What follows belongs to an exercise in optimizing a design on an open flow for a short achievable clock period and few clock cycles; a production flow would make more cautious choices. Function was checked by simulation only, so behaviour that the tests miss may differ from the original. No activity file was given, so power comes from the tool's default toggle rates.

Design CPU, start of the top module:
module CPU (
  input  wire        clk,
  input  wire        rst_n,    
  output wire [31:0] imem_addr,
  input  wire [31:0] imem_rdata,
  output wire [31:0] dmem_addr,
  output wire [31:0] dmem_wdata,
  output wire        dmem_we,
  input  wire [31:0] dmem_rdata
);
localparam [6:0] OP_LD = 7'b0000011, OP_ST = 7'b0100011, OP_BR = 7'b1100011;
reg  [31:0] pc_f;
reg  [31:0] pc_o;                      
reg         v_d;
reg  [31:0] ir_d;
reg  [31:0] pc_d;
reg  [31:0] s1l_d, s1h_d, s2l_d, s2h_d;
reg         fe1_d, fe2_d, le1_d, le2_d;
reg         v_e;
reg  [31:0] a_e, b_e, imm_e, tgt_e;
reg  [4:0]  rd_e;
reg         ld_e, st_e, br_e, wr_e;    
reg  [1:0]  op_e;                      
reg         wfwd_e;                    
reg         lf1_e, lf2_e;              
reg  [31:0] addr_m, wdata_m, res_m;
reg         we_m, ld_m, wr_m;
reg  [4:0]  rd_m;
reg  [31:0] val_w;
reg         wr_w;
reg  [4:0]  rd_w;
reg  [31:0] rf [0:31];
assign imem_addr  = pc_o;
assign dmem_addr  = addr_m;
assign dmem_wdata = wdata_m;
assign dmem_we    = we_m;
wire [6:0]  opc_d  = ir_d[6:0];
wire [4:0]  rs1_d  = ir_d[19:15];
wire [4:0]  rs2_d  = ir_d[24:20];
wire [4:0]  rd_d   = ir_d[11:7];
wire        isld_d = opc_d == OP_LD;
wire        isst_d = opc_d == OP_ST;
  ...
Size: roughly 7400 cells after synthesis, about 82000 um^2 of cells after synthesis.
clock: 12.0 ns
lec_check: 0
cap_margin: 20
core_area: 5 5 415 415
die_area: 0 0 420 420
gpl_timing_driven: 1
place_density: 0.6
slew_margin: 20
synth_hierarchical: 1
synth_minimum_keep_size: 0
standard.sh (not shown) runs the stock make flow with config.mk's settings and CLKGATE_MAP_FILE= SYNTH_SCRIPT=/design/flow/synth_recipe.tcl, a recipe that flattens the netlist after the stock synthesis.
==> flow/flow/run.sh <==
#!/bin/bash
set -euo pipefail
cd "$(dirname "$0")/.."
bash standard.sh SETUP_SLACK_MARGIN=8.6 finish > flow_make.log 2>&1
The starting point finished with timing, DRC and antenna clean.
Testbench counts at the start, summed over its fixed seeds: cycles 31,563.
Then changed:
--- a/flow/design.v
+++ b/flow/design.v
@@ -121,17 +121,16 @@
 );
 localparam [6:0] OP_LD = 7'b0000011, OP_ST = 7'b0100011, OP_BR = 7'b1100011;
 reg  [31:0] pc_f;
 reg  [31:0] pc_o;                      
 reg         v_d;
 reg  [31:0] ir_d;
 reg  [31:0] pc_d;
 reg  [31:0] s1l_d, s1h_d, s2l_d, s2h_d;
-reg         fe1_d, fe2_d, le1_d, le2_d;
 reg         v_e;
 reg  [31:0] a_e, b_e, imm_e, tgt_e;
 reg  [4:0]  rd_e;
 reg         ld_e, st_e, br_e, wr_e;    
 reg  [1:0]  op_e;                      
 reg         wfwd_e;                    
 reg         lf1_e, lf2_e;              
 reg  [31:0] addr_m, wdata_m, res_m;
@@ -173,20 +172,20 @@
 reg  [31:0] alu_e;
 always @(*)
   case (op_e)
     2'd0: alu_e = sum_e;
     2'd1: alu_e = dif_e;
     2'd2: alu_e = al_e & bl_e;
     default: alu_e = al_e | bl_e;
   endcase
-wire        fe1 = fe1_d;
-wire        fe2 = fe2_d;
-wire        le1 = le1_d;
-wire        le2 = le2_d;
+wire        fe1 = v_e && wr_e && rd_e == rs1_d;
+wire        fe2 = v_e && wr_e && rd_e == rs2_d;
+wire        le1 = v_e && ld_e && rd_e == rs1_d;
+wire        le2 = v_e && ld_e && rd_e == rs2_d;
 wire [31:0] val_m = ld_m ? dmem_rdata : res_m;
 wire        fm1 = wr_m && rd_m == rs1_d;
 wire        fm2 = wr_m && rd_m == rs2_d;
 wire        fw1 = wr_w && rd_w == rs1_d;
 wire        fw2 = wr_w && rd_w == rs2_d;
 reg  [31:0] r1_d, r2_d;
 integer k;
 always @(*) begin
@@ -198,21 +197,23 @@
   end
 end
 wire [31:0] op1_d = fe1 ? alu_e : fm1 ? val_m : fw1 ? val_w : r1_d;
 wire [31:0] op2_d = fe2 ? alu_e : fm2 ? val_m : fw2 ? val_w : r2_d;
 wire stall = v_d && !late_d && ((use1_d && le1) || (use2_d && le2));
 wire [31:0] addr_e;
 ksh #(.W(32)) aadd (.a(a_e), .b(imm_e), .cin(1'b0), .s(addr_e), .cout());
 wire        redir_e = v_e && br_e && (a_e == b_e);
+wire [4:0]  rs1_n = stall ? rs1_d : imem_rdata[19:15];
+wire [4:0]  rs2_n = stall ? rs2_d : imem_rdata[24:20];
 wire [31:0] s1l_f, s1h_f, s2l_f, s2h_f;
-dec5 d1l (.a(imem_rdata[19:15]), .y(s1l_f));
-dec5 d1h (.a(imem_rdata[19:15]), .y(s1h_f));
-dec5 d2l (.a(imem_rdata[24:20]), .y(s2l_f));
-dec5 d2h (.a(imem_rdata[24:20]), .y(s2h_f));
+dec5 d1l (.a(rs1_n), .y(s1l_f));
+dec5 d1h (.a(rs1_n), .y(s1h_f));
+dec5 d2l (.a(rs2_n), .y(s2l_f));
+dec5 d2h (.a(rs2_n), .y(s2h_f));
 wire        jmp_f, jmp2_f;
 jdet jd  (.ir(imem_rdata), .j(jmp_f));
 jdet jd2 (.ir(imem_rdata), .j(jmp2_f));
 wire [11:0] lo_f;
 wire        cy_f, sg_f;
 wire [18:0] hip_f, him_f;
 wire [31:0] pc_n, pc_n2;
 wire [31:0] pc_oth = redir_e ? tgt_e : stall ? pc_f : pc_f + 32'd4;
@@ -241,25 +242,21 @@
     we_m <= v_e && st_e;
     wr_m <= v_e && (wr_e || ld_e);
     wr_w <= wr_m;
   end
 always @(posedge clk) begin
   if (!stall) begin
     ir_d <= imem_rdata;
     pc_d <= pc_f;
-    s1l_d <= s1l_f;
-    s1h_d <= s1h_f;
-    s2l_d <= s2l_f;
-    s2h_d <= s2h_f;
-  end
-  fe1_d  <= !stall && v_d && isal_d && rd_d == imem_rdata[19:15];
-  fe2_d  <= !stall && v_d && isal_d && rd_d == imem_rdata[24:20];
-  le1_d  <= !stall && v_d && isld_d && rd_d == imem_rdata[19:15];
-  le2_d  <= !stall && v_d && isld_d && rd_d == imem_rdata[24:20];
+  end
+  s1l_d  <= s1l_f;
+  s1h_d  <= s1h_f;
+  s2l_d  <= s2l_f;
+  s2h_d  <= s2h_f;
   a_e    <= op1_d;
   b_e    <= op2_d;
   imm_e  <= imm_d;
   tgt_e  <= tgt_d;
   rd_e   <= rd_d;
   ld_e   <= isld_d;
   st_e   <= isst_d;
   br_e   <= cbr_d;
After rerunning: Non-clock buffer count goes down by 58; cell area drops by 1.2%; routed wire length goes up by 0.86%; worst setup slack improved by 0.0071 ns; clock-buffer cell count drops by 23; total power is higher by 0.99%; combinational power rose by 4.4%; register-to-register slack improved by 0.12 ns; synthesized cell count rises by 1.6%; via count hardly moves; die area stays the same; area after synthesis drops by 1.0%.
Testbench counts after the change, summed over its fixed seeds: cycles 31,563.

[port drivers added, routing unchanged]
The flow's constraints put no driver on any port. The routed layouts listed below were extracted and timed again, unchanged, in two steps. Step 1 sets driving cells, clkbuf_16 on the clock port and buf_2 on the other inputs (assumed; they add their load-dependent delay and slew). Step 2 moves the port delays by t, midway between the first and last clock arrival at a register: inputs arrive t later, outputs are due t later. That takes back most of the time a late clock gives input paths. a / b / c = ideal ports / drivers / drivers and shift; a / b = the first two.
| run | t, ns | setup WS [ns] | worst slew at a driven data input, ns |
|---|---|---|---|
| the first run | 0.896 | 8.155 / 8.071 / 7.582 | 0.06 |
| the second run | 0.929 | 8.162 / 8.080 / 7.605 | 0.06 |
After both steps every run listed still meets setup and hold. For the first run, which loses most, drivers alone change the setup slack by -0.084 ns; drivers and shift together by -0.573 ns.
